What follows belongs to an exercise in optimizing a design on an open flow for small area; a production flow would make more cautious choices. Function was checked by simulation only, so behaviour that the tests miss may differ from the original. Power figures rest on the tool's default switching activity, not on a simulated workload.

==> inputs of violet <==
## Conv
module Conv(input clock, input reset,
  input [1:0] io_mask_0,
  input [1:0] io_mask_1,
  input [1:0] io_mask_2,
  input [1:0] io_mask_3,
  input [1:0] io_mask_4,
  input [1:0] io_mask_5,
  input [1:0] io_mask_6,
  input [1:0] io_mask_7,
  input [1:0] io_mask_8,
  input [1:0] io_mask_9,
  input [1:0] io_mask_10,
  input [1:0] io_mask_11,
  input [1:0] io_mask_12,
  input [1:0] io_mask_13,
  input [1:0] io_mask_14,
  input [1:0] io_mask_15,
  input [1:0] io_mask_16,
  input [1:0] io_mask_17,
  input [1:0] io_mask_18,
  input [1:0] io_mask_19,
  input [1:0] io_mask_20,
  input [1:0] io_mask_21,
  input [1:0] io_mask_22,
  input [1:0] io_mask_23,
  input [1:0] io_mask_24,
  input [1:0] io_weights_0,
  input [1:0] io_weights_1,
  input [1:0] io_weights_2,
  input [1:0] io_weights_3,
  input [1:0] io_weights_4,
  input [1:0] io_weights_5,
  input [1:0] io_weights_6,
  input [1:0] io_weights_7,
  input [1:0] io_weights_8,
  output [3:0] io_out_0,
  output [3:0] io_out_1,
  output [3:0] io_out_2,
  output [3:0] io_out_3,
  output [3:0] io_out_4,
  output [3:0] io_out_5,
  output [3:0] io_out_6,
  output [3:0] io_out_7,
  output [3:0] io_out_8,
  output [3:0] io_out_9,
  output [3:0] io_out_10,
  output [3:0] io_out_11,
  output [3:0] io_out_12,
  output [3:0] io_out_13,
  output [3:0] io_out_14,
  output [3:0] io_out_15,
  output [3:0] io_out_16,
  output [3:0] io_out_17,
  output [3:0] io_out_18,
  output [3:0] io_out_19,
  output [3:0] io_out_20,
  output [3:0] io_out_21,
  output [3:0] io_out_22,
  output [3:0] io_out_23,
  output [3:0] io_out_24
);
clock: 6.5 ns
lec_check: 0
cap_margin: 20
core_margin: 2
core_utilization: 40
slew_margin: 20
synth_hierarchical: 1
run.sh (not shown) runs the stock make flow with config.mk's settings and CLKGATE_MAP_FILE= SYNTH_SCRIPT=/design/flow/synth_recipe.tcl, a recipe that flattens the netlist after the stock synthesis.
==> tundra (differences from violet) <==
--- a/flow/design.v
+++ b/flow/design.v
@@ -129,12 +129,12 @@
   wire n0_7;
   ConvP1 gn0_7 (.m0(m2[10]), .m1(m2[11]), .x(x[5]), .d1(d1[7]), .d2(d2[7]), .d3(d3[7]), .y(n0_7));
   wire n0_8;
   ConvP1 gn0_8 (.m0(m2[12]), .m1(m2[13]), .x(x[6]), .d1(d1[8]), .d2(d2[8]), .d3(d3[8]), .y(n0_8));
   wire n0_9, n0_10; ConvFA gn0_9 (.a(n0_1), .b(n0_2), .c(n0_3), .s(n0_9), .co(n0_10));
-  wire n0_11, n0_12; ConvXnor gn0_11 (.a(n0_9), .b(n0_4), .y(n0_11)); ConvNor gn0_12 (.a(n0_9), .b(n0_4), .y(n0_12));
-  assign conv[0] = ~n0_11;
+  wire n0_11, n0_12; ConvXor gn0_11 (.a(n0_9), .b(n0_4), .y(n0_11)); ConvNor gn0_12 (.a(n0_9), .b(n0_4), .y(n0_12));
+  assign conv[0] = n0_11;
   wire n0_13; ConvXor gn0_13 (.a(n0_5), .b(n0_6), .y(n0_13));
   wire n0_14; ConvXor gn0_14 (.a(n0_7), .b(n0_8), .y(n0_14));
   wire n0_15; ConvXor gn0_15 (.a(n0_10), .b(n0_12), .y(n0_15));
   wire n0_16; ConvXor gn0_16 (.a(n0_13), .b(n0_14), .y(n0_16));
   wire n0_17; ConvXnor gn0_17 (.a(n0_16), .b(n0_15), .y(n0_17));
@@ -157,12 +157,12 @@
   ConvP1 gn1_11 (.m0(m2[12]), .m1(m2[13]), .x(x[6]), .d1(d1[7]), .d2(d2[7]), .d3(d3[7]), .y(n1_11));
   wire n1_12;
   ConvP1 gn1_12 (.m0(m2[14]), .m1(m2[15]), .x(x[7]), .d1(d1[8]), .d2(d2[8]), .d3(d3[8]), .y(n1_12));
   wire n1_13, n1_14; ConvFA gn1_13 (.a(n1_1), .b(n1_2), .c(n1_3), .s(n1_13), .co(n1_14));
   wire n1_15, n1_16; ConvFA gn1_15 (.a(n1_4), .b(n1_5), .c(n1_6), .s(n1_15), .co(n1_16));
-  wire n1_17, n1_18; ConvXnor gn1_17 (.a(n1_13), .b(n1_15), .y(n1_17)); ConvNor gn1_18 (.a(n1_13), .b(n1_15), .y(n1_18));
-  assign conv[2] = ~n1_17;
+  wire n1_17, n1_18; ConvXor gn1_17 (.a(n1_13), .b(n1_15), .y(n1_17)); ConvNor gn1_18 (.a(n1_13), .b(n1_15), .y(n1_18));
+  assign conv[2] = n1_17;
   wire n1_19; ConvXor gn1_19 (.a(n1_7), .b(n1_8), .y(n1_19));
   wire n1_20; ConvXor gn1_20 (.a(n1_9), .b(n1_10), .y(n1_20));
   wire n1_21; ConvXor gn1_21 (.a(n1_11), .b(n1_12), .y(n1_21));
   wire n1_22; ConvXor gn1_22 (.a(n1_14), .b(n1_16), .y(n1_22));
   wire n1_23; ConvXor gn1_23 (.a(n1_19), .b(n1_20), .y(n1_23));
@@ -188,12 +188,12 @@
   ConvP1 gn2_11 (.m0(m2[14]), .m1(m2[15]), .x(x[7]), .d1(d1[7]), .d2(d2[7]), .d3(d3[7]), .y(n2_11));
   wire n2_12;
   ConvP1 gn2_12 (.m0(m2[16]), .m1(m2[17]), .x(x[8]), .d1(d1[8]), .d2(d2[8]), .d3(d3[8]), .y(n2_12));
   wire n2_13, n2_14; ConvFA gn2_13 (.a(n2_1), .b(n2_2), .c(n2_3), .s(n2_13), .co(n2_14));
   wire n2_15, n2_16; ConvFA gn2_15 (.a(n2_4), .b(n2_5), .c(n2_6), .s(n2_15), .co(n2_16));
-  wire n2_17, n2_18; ConvXnor gn2_17 (.a(n2_13), .b(n2_15), .y(n2_17)); ConvNor gn2_18 (.a(n2_13), .b(n2_15), .y(n2_18));
-  assign conv[4] = ~n2_17;
+  wire n2_17, n2_18; ConvXor gn2_17 (.a(n2_13), .b(n2_15), .y(n2_17)); ConvNor gn2_18 (.a(n2_13), .b(n2_15), .y(n2_18));
+  assign conv[4] = n2_17;
   wire n2_19; ConvXor gn2_19 (.a(n2_7), .b(n2_8), .y(n2_19));
   wire n2_20; ConvXor gn2_20 (.a(n2_9), .b(n2_10), .y(n2_20));
   wire n2_21; ConvXor gn2_21 (.a(n2_11), .b(n2_12), .y(n2_21));
   wire n2_22; ConvXor gn2_22 (.a(n2_14), .b(n2_16), .y(n2_22));
   wire n2_23; ConvXor gn2_23 (.a(n2_19), .b(n2_20), .y(n2_23));
@@ -219,12 +219,12 @@
   ConvP1 gn3_11 (.m0(m2[16]), .m1(m2[17]), .x(x[8]), .d1(d1[7]), .d2(d2[7]), .d3(d3[7]), .y(n3_11));
   wire n3_12;
   ConvP1 gn3_12 (.m0(m2[18]), .m1(m2[19]), .x(x[9]), .d1(d1[8]), .d2(d2[8]), .d3(d3[8]), .y(n3_12));
   wire n3_13, n3_14; ConvFA gn3_13 (.a(n3_1), .b(n3_2), .c(n3_3), .s(n3_13), .co(n3_14));
   wire n3_15, n3_16; ConvFA gn3_15 (.a(n3_4), .b(n3_5), .c(n3_6), .s(n3_15), .co(n3_16));
-  wire n3_17, n3_18; ConvXnor gn3_17 (.a(n3_13), .b(n3_15), .y(n3_17)); ConvNor gn3_18 (.a(n3_13), .b(n3_15), .y(n3_18));
-  assign conv[6] = ~n3_17;
+  wire n3_17, n3_18; ConvXor gn3_17 (.a(n3_13), .b(n3_15), .y(n3_17)); ConvNor gn3_18 (.a(n3_13), .b(n3_15), .y(n3_18));
+  assign conv[6] = n3_17;
   wire n3_19; ConvXor gn3_19 (.a(n3_7), .b(n3_8), .y(n3_19));
   wire n3_20; ConvXor gn3_20 (.a(n3_9), .b(n3_10), .y(n3_20));
   wire n3_21; ConvXor gn3_21 (.a(n3_11), .b(n3_12), .y(n3_21));
   wire n3_22; ConvXor gn3_22 (.a(n3_14), .b(n3_16), .y(n3_22));
   wire n3_23; ConvXor gn3_23 (.a(n3_19), .b(n3_20), .y(n3_23));
@@ -243,12 +243,12 @@
   wire n4_7;
   ConvP1 gn4_7 (.m0(m2[16]), .m1(m2[17]), .x(x[8]), .d1(d1[6]), .d2(d2[6]), .d3(d3[6]), .y(n4_7));
   wire n4_8;
   ConvP1 gn4_8 (.m0(m2[18]), .m1(m2[19]), .x(x[9]), .d1(d1[7]), .d2(d2[7]), .d3(d3[7]), .y(n4_8));
   wire n4_9, n4_10; ConvFA gn4_9 (.a(n4_1), .b(n4_2), .c(n4_3), .s(n4_9), .co(n4_10));
-  wire n4_11, n4_12; ConvXnor gn4_11 (.a(n4_9), .b(n4_4), .y(n4_11)); ConvNor gn4_12 (.a(n4_9), .b(n4_4), .y(n4_12));
-  assign conv[8] = ~n4_11;
+  wire n4_11, n4_12; ConvXor gn4_11 (.a(n4_9), .b(n4_4), .y(n4_11)); ConvNor gn4_12 (.a(n4_9), .b(n4_4), .y(n4_12));
+  assign conv[8] = n4_11;
   wire n4_13; ConvXor gn4_13 (.a(n4_5), .b(n4_6), .y(n4_13));
   wire n4_14; ConvXor gn4_14 (.a(n4_7), .b(n4_8), .y(n4_14));
   wire n4_15; ConvXor gn4_15 (.a(n4_10), .b(n4_12), .y(n4_15));
   wire n4_16; ConvXor gn4_16 (.a(n4_13), .b(n4_14), .y(n4_16));
   wire n4_17; ConvXnor gn4_17 (.a(n4_16), .b(n4_15), .y(n4_17));
@@ -271,12 +271,12 @@
   ConvP1 gn5_11 (.m0(m2[20]), .m1(m2[21]), .x(x[10]), .d1(d1[7]), .d2(d2[7]), .d3(d3[7]), .y(n5_11));
   wire n5_12;
   ConvP1 gn5_12 (.m0(m2[22]), .m1(m2[23]), .x(x[11]), .d1(d1[8]), .d2(d2[8]), .d3(d3[8]), .y(n5_12));
   wire n5_13, n5_14; ConvFA gn5_13 (.a(n5_1), .b(n5_2), .c(n5_3), .s(n5_13), .co(n5_14));
   wire n5_15, n5_16; ConvFA gn5_15 (.a(n5_4), .b(n5_5), .c(n5_6), .s(n5_15), .co(n5_16));
-  wire n5_17, n5_18; ConvXnor gn5_17 (.a(n5_13), .b(n5_15), .y(n5_17)); ConvNor gn5_18 (.a(n5_13), .b(n5_15), .y(n5_18));
-  assign conv[10] = ~n5_17;
+  wire n5_17, n5_18; ConvXor gn5_17 (.a(n5_13), .b(n5_15), .y(n5_17)); ConvNor gn5_18 (.a(n5_13), .b(n5_15), .y(n5_18));
+  assign conv[10] = n5_17;
   wire n5_19; ConvXor gn5_19 (.a(n5_7), .b(n5_8), .y(n5_19));
   wire n5_20; ConvXor gn5_20 (.a(n5_9), .b(n5_10), .y(n5_20));
   wire n5_21; ConvXor gn5_21 (.a(n5_11), .b(n5_12), .y(n5_21));
   wire n5_22; ConvXor gn5_22 (.a(n5_14), .b(n5_16), .y(n5_22));
   wire n5_23; ConvXor gn5_23 (.a(n5_19), .b(n5_20), .y(n5_23));
@@ -437,12 +437,12 @@
   ConvP1 gn9_11 (.m0(m2[26]), .m1(m2[27]), .x(x[13]), .d1(d1[6]), .d2(d2[6]), .d3(d3[6]), .y(n9_11));
   wire n9_12;
   ConvP1 gn9_12 (.m0(m2[28]), .m1(m2[29]), .x(x[14]), .d1(d1[7]), .d2(d2[7]), .d3(d3[7]), .y(n9_12));
   wire n9_13, n9_14; ConvFA gn9_13 (.a(n9_1), .b(n9_2), .c(n9_3), .s(n9_13), .co(n9_14));
   wire n9_15, n9_16; ConvFA gn9_15 (.a(n9_4), .b(n9_5), .c(n9_6), .s(n9_15), .co(n9_16));
-  wire n9_17, n9_18; ConvXnor gn9_17 (.a(n9_13), .b(n9_15), .y(n9_17)); ConvNor gn9_18 (.a(n9_13), .b(n9_15), .y(n9_18));
-  assign conv[18] = ~n9_17;
+  wire n9_17, n9_18; ConvXor gn9_17 (.a(n9_13), .b(n9_15), .y(n9_17)); ConvNor gn9_18 (.a(n9_13), .b(n9_15), .y(n9_18));
+  assign conv[18] = n9_17;
   wire n9_19; ConvXor gn9_19 (.a(n9_7), .b(n9_8), .y(n9_19));
   wire n9_20; ConvXor gn9_20 (.a(n9_9), .b(n9_10), .y(n9_20));
   wire n9_21; ConvXor gn9_21 (.a(n9_11), .b(n9_12), .y(n9_21));
   wire n9_22; ConvXor gn9_22 (.a(n9_14), .b(n9_16), .y(n9_22));
   wire n9_23; ConvXor gn9_23 (.a(n9_19), .b(n9_20), .y(n9_23));
@@ -468,12 +468,12 @@
   ConvP1 gn10_11 (.m0(m2[30]), .m1(m2[31]), .x(x[15]), .d1(d1[7]), .d2(d2[7]), .d3(d3[7]), .y(n10_11));
   wire n10_12;
   ConvP1 gn10_12 (.m0(m2[32]), .m1(m2[33]), .x(x[16]), .d1(d1[8]), .d2(d2[8]), .d3(d3[8]), .y(n10_12));
   wire n10_13, n10_14; ConvFA gn10_13 (.a(n10_1), .b(n10_2), .c(n10_3), .s(n10_13), .co(n10_14));
   wire n10_15, n10_16; ConvFA gn10_15 (.a(n10_4), .b(n10_5), .c(n10_6), .s(n10_15), .co(n10_16));
-  wire n10_17, n10_18; ConvXnor gn10_17 (.a(n10_13), .b(n10_15), .y(n10_17)); ConvNor gn10_18 (.a(n10_13), .b(n10_15), .y(n10_18));
-  assign conv[20] = ~n10_17;
+  wire n10_17, n10_18; ConvXor gn10_17 (.a(n10_13), .b(n10_15), .y(n10_17)); ConvNor gn10_18 (.a(n10_13), .b(n10_15), .y(n10_18));
+  assign conv[20] = n10_17;
   wire n10_19; ConvXor gn10_19 (.a(n10_7), .b(n10_8), .y(n10_19));
   wire n10_20; ConvXor gn10_20 (.a(n10_9), .b(n10_10), .y(n10_20));
   wire n10_21; ConvXor gn10_21 (.a(n10_11), .b(n10_12), .y(n10_21));
   wire n10_22; ConvXor gn10_22 (.a(n10_14), .b(n10_16), .y(n10_22));
   wire n10_23; ConvXor gn10_23 (.a(n10_19), .b(n10_20), .y(n10_23));
@@ -634,12 +634,12 @@
   ConvP1 gn14_11 (.m0(m2[36]), .m1(m2[37]), .x(x[18]), .d1(d1[6]), .d2(d2[6]), .d3(d3[6]), .y(n14_11));
   wire n14_12;
   ConvP1 gn14_12 (.m0(m2[38]), .m1(m2[39]), .x(x[19]), .d1(d1[7]), .d2(d2[7]), .d3(d3[7]), .y(n14_12));
   wire n14_13, n14_14; ConvFA gn14_13 (.a(n14_1), .b(n14_2), .c(n14_3), .s(n14_13), .co(n14_14));
   wire n14_15, n14_16; ConvFA gn14_15 (.a(n14_4), .b(n14_5), .c(n14_6), .s(n14_15), .co(n14_16));
-  wire n14_17, n14_18; ConvXnor gn14_17 (.a(n14_13), .b(n14_15), .y(n14_17)); ConvNor gn14_18 (.a(n14_13), .b(n14_15), .y(n14_18));
-  assign conv[28] = ~n14_17;
+  wire n14_17, n14_18; ConvXor gn14_17 (.a(n14_13), .b(n14_15), .y(n14_17)); ConvNor gn14_18 (.a(n14_13), .b(n14_15), .y(n14_18));
+  assign conv[28] = n14_17;
   wire n14_19; ConvXor gn14_19 (.a(n14_7), .b(n14_8), .y(n14_19));
   wire n14_20; ConvXor gn14_20 (.a(n14_9), .b(n14_10), .y(n14_20));
   wire n14_21; ConvXor gn14_21 (.a(n14_11), .b(n14_12), .y(n14_21));
   wire n14_22; ConvXor gn14_22 (.a(n14_14), .b(n14_16), .y(n14_22));
   wire n14_23; ConvXor gn14_23 (.a(n14_19), .b(n14_20), .y(n14_23));
@@ -665,12 +665,12 @@
   ConvP1 gn15_11 (.m0(m2[40]), .m1(m2[41]), .x(x[20]), .d1(d1[7]), .d2(d2[7]), .d3(d3[7]), .y(n15_11));
   wire n15_12;
   ConvP1 gn15_12 (.m0(m2[42]), .m1(m2[43]), .x(x[21]), .d1(d1[8]), .d2(d2[8]), .d3(d3[8]), .y(n15_12));
   wire n15_13, n15_14; ConvFA gn15_13 (.a(n15_1), .b(n15_2), .c(n15_3), .s(n15_13), .co(n15_14));
   wire n15_15, n15_16; ConvFA gn15_15 (.a(n15_4), .b(n15_5), .c(n15_6), .s(n15_15), .co(n15_16));
-  wire n15_17, n15_18; ConvXnor gn15_17 (.a(n15_13), .b(n15_15), .y(n15_17)); ConvNor gn15_18 (.a(n15_13), .b(n15_15), .y(n15_18));
-  assign conv[30] = ~n15_17;
+  wire n15_17, n15_18; ConvXor gn15_17 (.a(n15_13), .b(n15_15), .y(n15_17)); ConvNor gn15_18 (.a(n15_13), .b(n15_15), .y(n15_18));
+  assign conv[30] = n15_17;
   wire n15_19; ConvXor gn15_19 (.a(n15_7), .b(n15_8), .y(n15_19));
   wire n15_20; ConvXor gn15_20 (.a(n15_9), .b(n15_10), .y(n15_20));
   wire n15_21; ConvXor gn15_21 (.a(n15_11), .b(n15_12), .y(n15_21));
   wire n15_22; ConvXor gn15_22 (.a(n15_14), .b(n15_16), .y(n15_22));
   wire n15_23; ConvXor gn15_23 (.a(n15_19), .b(n15_20), .y(n15_23));
@@ -831,12 +831,12 @@
   ConvP1 gn19_11 (.m0(m2[46]), .m1(m2[47]), .x(x[23]), .d1(d1[6]), .d2(d2[6]), .d3(d3[6]), .y(n19_11));
   wire n19_12;
   ConvP1 gn19_12 (.m0(m2[48]), .m1(m2[49]), .x(x[24]), .d1(d1[7]), .d2(d2[7]), .d3(d3[7]), .y(n19_12));
   wire n19_13, n19_14; ConvFA gn19_13 (.a(n19_1), .b(n19_2), .c(n19_3), .s(n19_13), .co(n19_14));
   wire n19_15, n19_16; ConvFA gn19_15 (.a(n19_4), .b(n19_5), .c(n19_6), .s(n19_15), .co(n19_16));
-  wire n19_17, n19_18; ConvXnor gn19_17 (.a(n19_13), .b(n19_15), .y(n19_17)); ConvNor gn19_18 (.a(n19_13), .b(n19_15), .y(n19_18));
-  assign conv[38] = ~n19_17;
+  wire n19_17, n19_18; ConvXor gn19_17 (.a(n19_13), .b(n19_15), .y(n19_17)); ConvNor gn19_18 (.a(n19_13), .b(n19_15), .y(n19_18));
+  assign conv[38] = n19_17;
   wire n19_19; ConvXor gn19_19 (.a(n19_7), .b(n19_8), .y(n19_19));
   wire n19_20; ConvXor gn19_20 (.a(n19_9), .b(n19_10), .y(n19_20));
   wire n19_21; ConvXor gn19_21 (.a(n19_11), .b(n19_12), .y(n19_21));
   wire n19_22; ConvXor gn19_22 (.a(n19_14), .b(n19_16), .y(n19_22));
   wire n19_23; ConvXor gn19_23 (.a(n19_19), .b(n19_20), .y(n19_23));
@@ -855,12 +855,12 @@
   wire n20_7;
   ConvP1 gn20_7 (.m0(m2[40]), .m1(m2[41]), .x(x[20]), .d1(d1[4]), .d2(d2[4]), .d3(d3[4]), .y(n20_7));
   wire n20_8;
   ConvP1 gn20_8 (.m0(m2[42]), .m1(m2[43]), .x(x[21]), .d1(d1[5]), .d2(d2[5]), .d3(d3[5]), .y(n20_8));
   wire n20_9, n20_10; ConvFA gn20_9 (.a(n20_1), .b(n20_2), .c(n20_3), .s(n20_9), .co(n20_10));
-  wire n20_11, n20_12; ConvXnor gn20_11 (.a(n20_9), .b(n20_4), .y(n20_11)); ConvNor gn20_12 (.a(n20_9), .b(n20_4), .y(n20_12));
-  assign conv[40] = ~n20_11;
+  wire n20_11, n20_12; ConvXor gn20_11 (.a(n20_9), .b(n20_4), .y(n20_11)); ConvNor gn20_12 (.a(n20_9), .b(n20_4), .y(n20_12));
+  assign conv[40] = n20_11;
   wire n20_13; ConvXor gn20_13 (.a(n20_5), .b(n20_6), .y(n20_13));
   wire n20_14; ConvXor gn20_14 (.a(n20_7), .b(n20_8), .y(n20_14));
   wire n20_15; ConvXor gn20_15 (.a(n20_10), .b(n20_12), .y(n20_15));
   wire n20_16; ConvXor gn20_16 (.a(n20_13), .b(n20_14), .y(n20_16));
   wire n20_17; ConvXnor gn20_17 (.a(n20_16), .b(n20_15), .y(n20_17));
@@ -883,12 +883,12 @@
   ConvP1 gn21_11 (.m0(m2[42]), .m1(m2[43]), .x(x[21]), .d1(d1[4]), .d2(d2[4]), .d3(d3[4]), .y(n21_11));
   wire n21_12;
   ConvP1 gn21_12 (.m0(m2[44]), .m1(m2[45]), .x(x[22]), .d1(d1[5]), .d2(d2[5]), .d3(d3[5]), .y(n21_12));
   wire n21_13, n21_14; ConvFA gn21_13 (.a(n21_1), .b(n21_2), .c(n21_3), .s(n21_13), .co(n21_14));
   wire n21_15, n21_16; ConvFA gn21_15 (.a(n21_4), .b(n21_5), .c(n21_6), .s(n21_15), .co(n21_16));
-  wire n21_17, n21_18; ConvXnor gn21_17 (.a(n21_13), .b(n21_15), .y(n21_17)); ConvNor gn21_18 (.a(n21_13), .b(n21_15), .y(n21_18));
-  assign conv[42] = ~n21_17;
+  wire n21_17, n21_18; ConvXor gn21_17 (.a(n21_13), .b(n21_15), .y(n21_17)); ConvNor gn21_18 (.a(n21_13), .b(n21_15), .y(n21_18));
+  assign conv[42] = n21_17;
   wire n21_19; ConvXor gn21_19 (.a(n21_7), .b(n21_8), .y(n21_19));
   wire n21_20; ConvXor gn21_20 (.a(n21_9), .b(n21_10), .y(n21_20));
   wire n21_21; ConvXor gn21_21 (.a(n21_11), .b(n21_12), .y(n21_21));
   wire n21_22; ConvXor gn21_22 (.a(n21_14), .b(n21_16), .y(n21_22));
   wire n21_23; ConvXor gn21_23 (.a(n21_19), .b(n21_20), .y(n21_23));
@@ -914,12 +914,12 @@
   ConvP1 gn22_11 (.m0(m2[44]), .m1(m2[45]), .x(x[22]), .d1(d1[4]), .d2(d2[4]), .d3(d3[4]), .y(n22_11));
   wire n22_12;
   ConvP1 gn22_12 (.m0(m2[46]), .m1(m2[47]), .x(x[23]), .d1(d1[5]), .d2(d2[5]), .d3(d3[5]), .y(n22_12));
   wire n22_13, n22_14; ConvFA gn22_13 (.a(n22_1), .b(n22_2), .c(n22_3), .s(n22_13), .co(n22_14));
   wire n22_15, n22_16; ConvFA gn22_15 (.a(n22_4), .b(n22_5), .c(n22_6), .s(n22_15), .co(n22_16));
-  wire n22_17, n22_18; ConvXnor gn22_17 (.a(n22_13), .b(n22_15), .y(n22_17)); ConvNor gn22_18 (.a(n22_13), .b(n22_15), .y(n22_18));
-  assign conv[44] = ~n22_17;
+  wire n22_17, n22_18; ConvXor gn22_17 (.a(n22_13), .b(n22_15), .y(n22_17)); ConvNor gn22_18 (.a(n22_13), .b(n22_15), .y(n22_18));
+  assign conv[44] = n22_17;
   wire n22_19; ConvXor gn22_19 (.a(n22_7), .b(n22_8), .y(n22_19));
   wire n22_20; ConvXor gn22_20 (.a(n22_9), .b(n22_10), .y(n22_20));
   wire n22_21; ConvXor gn22_21 (.a(n22_11), .b(n22_12), .y(n22_21));
   wire n22_22; ConvXor gn22_22 (.a(n22_14), .b(n22_16), .y(n22_22));
   wire n22_23; ConvXor gn22_23 (.a(n22_19), .b(n22_20), .y(n22_23));
@@ -945,12 +945,12 @@
   ConvP1 gn23_11 (.m0(m2[46]), .m1(m2[47]), .x(x[23]), .d1(d1[4]), .d2(d2[4]), .d3(d3[4]), .y(n23_11));
   wire n23_12;
   ConvP1 gn23_12 (.m0(m2[48]), .m1(m2[49]), .x(x[24]), .d1(d1[5]), .d2(d2[5]), .d3(d3[5]), .y(n23_12));
   wire n23_13, n23_14; ConvFA gn23_13 (.a(n23_1), .b(n23_2), .c(n23_3), .s(n23_13), .co(n23_14));
   wire n23_15, n23_16; ConvFA gn23_15 (.a(n23_4), .b(n23_5), .c(n23_6), .s(n23_15), .co(n23_16));
-  wire n23_17, n23_18; ConvXnor gn23_17 (.a(n23_13), .b(n23_15), .y(n23_17)); ConvNor gn23_18 (.a(n23_13), .b(n23_15), .y(n23_18));
-  assign conv[46] = ~n23_17;
+  wire n23_17, n23_18; ConvXor gn23_17 (.a(n23_13), .b(n23_15), .y(n23_17)); ConvNor gn23_18 (.a(n23_13), .b(n23_15), .y(n23_18));
+  assign conv[46] = n23_17;
   wire n23_19; ConvXor gn23_19 (.a(n23_7), .b(n23_8), .y(n23_19));
   wire n23_20; ConvXor gn23_20 (.a(n23_9), .b(n23_10), .y(n23_20));
   wire n23_21; ConvXor gn23_21 (.a(n23_11), .b(n23_12), .y(n23_21));
   wire n23_22; ConvXor gn23_22 (.a(n23_14), .b(n23_16), .y(n23_22));
   wire n23_23; ConvXor gn23_23 (.a(n23_19), .b(n23_20), .y(n23_23));
@@ -969,12 +969,12 @@
   wire n24_7;
   ConvP1 gn24_7 (.m0(m2[46]), .m1(m2[47]), .x(x[23]), .d1(d1[3]), .d2(d2[3]), .d3(d3[3]), .y(n24_7));
   wire n24_8;
   ConvP1 gn24_8 (.m0(m2[48]), .m1(m2[49]), .x(x[24]), .d1(d1[4]), .d2(d2[4]), .d3(d3[4]), .y(n24_8));
   wire n24_9, n24_10; ConvFA gn24_9 (.a(n24_1), .b(n24_2), .c(n24_3), .s(n24_9), .co(n24_10));
-  wire n24_11, n24_12; ConvXnor gn24_11 (.a(n24_9), .b(n24_4), .y(n24_11)); ConvNor gn24_12 (.a(n24_9), .b(n24_4), .y(n24_12));
-  assign conv[48] = ~n24_11;
+  wire n24_11, n24_12; ConvXor gn24_11 (.a(n24_9), .b(n24_4), .y(n24_11)); ConvNor gn24_12 (.a(n24_9), .b(n24_4), .y(n24_12));
+  assign conv[48] = n24_11;
   wire n24_13; ConvXor gn24_13 (.a(n24_5), .b(n24_6), .y(n24_13));
   wire n24_14; ConvXor gn24_14 (.a(n24_7), .b(n24_8), .y(n24_14));
   wire n24_15; ConvXor gn24_15 (.a(n24_10), .b(n24_12), .y(n24_15));
   wire n24_16; ConvXor gn24_16 (.a(n24_13), .b(n24_14), .y(n24_16));
   wire n24_17; ConvXnor gn24_17 (.a(n24_16), .b(n24_15), .y(n24_17));
==> flow/flow/run.sh (new file) <==
#!/bin/bash
# The standard layout with three changes: ports are buffered with the smallest buffer
# (buf_1); the clock tree is built from clkbuf_8 without dummy loads; and the constant-0
# outputs share the one tie cell synthesis made instead of getting a tie cell each.
# make's full output goes to standard_make.log here; ORFS keeps each step's log in orfs/logs.
set -euo pipefail
bash standard.sh \
  "BUFFER_PORTS_ARGS=-buffer_cell sky130_fd_sc_hd__buf_1" \
  "CTS_ARGS=-sink_clustering_enable -repair_clock_nets -buf_list sky130_fd_sc_hd__clkbuf_8 -dont_use_dummy_load" \
  SKIP_REPAIR_TIE_FANOUT=1 \
  finish > standard_make.log 2>&1
==> flow/standard.sh (new file) <==
#!/bin/bash
# synth_recipe.tcl (not shown) runs the flow's synth.tcl, then flattens the netlist and writes it again
# the make line also repeats each setting of config.mk as NAME=value (left out here)
make -C /OpenROAD-flow-scripts/flow DESIGN_CONFIG=/design/flow/config.mk WORK_HOME=/design/flow/orfs CLKGATE_MAP_FILE= SYNTH_SCRIPT=/design/flow/synth_recipe.tcl "${@:-finish}"
removed: flow/run.sh
==> summary.txt <==
Against violet, the synthesized cell count of tundra is lower by 1.7%. Of tundra and violet, violet has the higher die area (gap 0.60%, measured against violet). Of tundra and violet, violet has the higher utilization (gap 5.5 points). Of tundra and violet, violet has the higher power (gap 23%, measured against violet).

## what the ideal ports hide
In the flow no input, the clock included, has a driving cell. The finished layouts below were timed again as built, in two steps.
Step 1 (the two cells are an assumption about what drives the block):
set clk [get_ports {clock}]
set_driving_cell -lib_cell sky130_fd_sc_hd__clkbuf_16 $clk
set_driving_cell -lib_cell sky130_fd_sc_hd__buf_2 [delete_from_list [all_inputs] $clk]
Step 2 adds t to the input delays and takes it off the output delays; t is the mean of the earliest and latest rising clock arrival at the registers after step 1. Input paths then give back, and output paths get back, about the clock's delay inside the block.
a / b / c = ideal ports / drivers / drivers and shift; a / b = the first two.
| run | shift t [ns] | slack for setup (ns) | worst register clock-pin slew, ns | worst slew at a driven data input, ns |
|---|---|---|---|---|
| violet | 0.472 | 1.941 / 1.963 / 1.491 | 0.07 / 0.07 | 0.04 |
| tundra | 0.487 | 2.319 / 2.343 / 1.856 | 0.09 / 0.09 | 0.06 |
After both steps setup and hold are still met in every run listed. The setup slack of tundra, which loses most, moves by +0.024 ns with the drivers and by -0.463 ns with both steps.
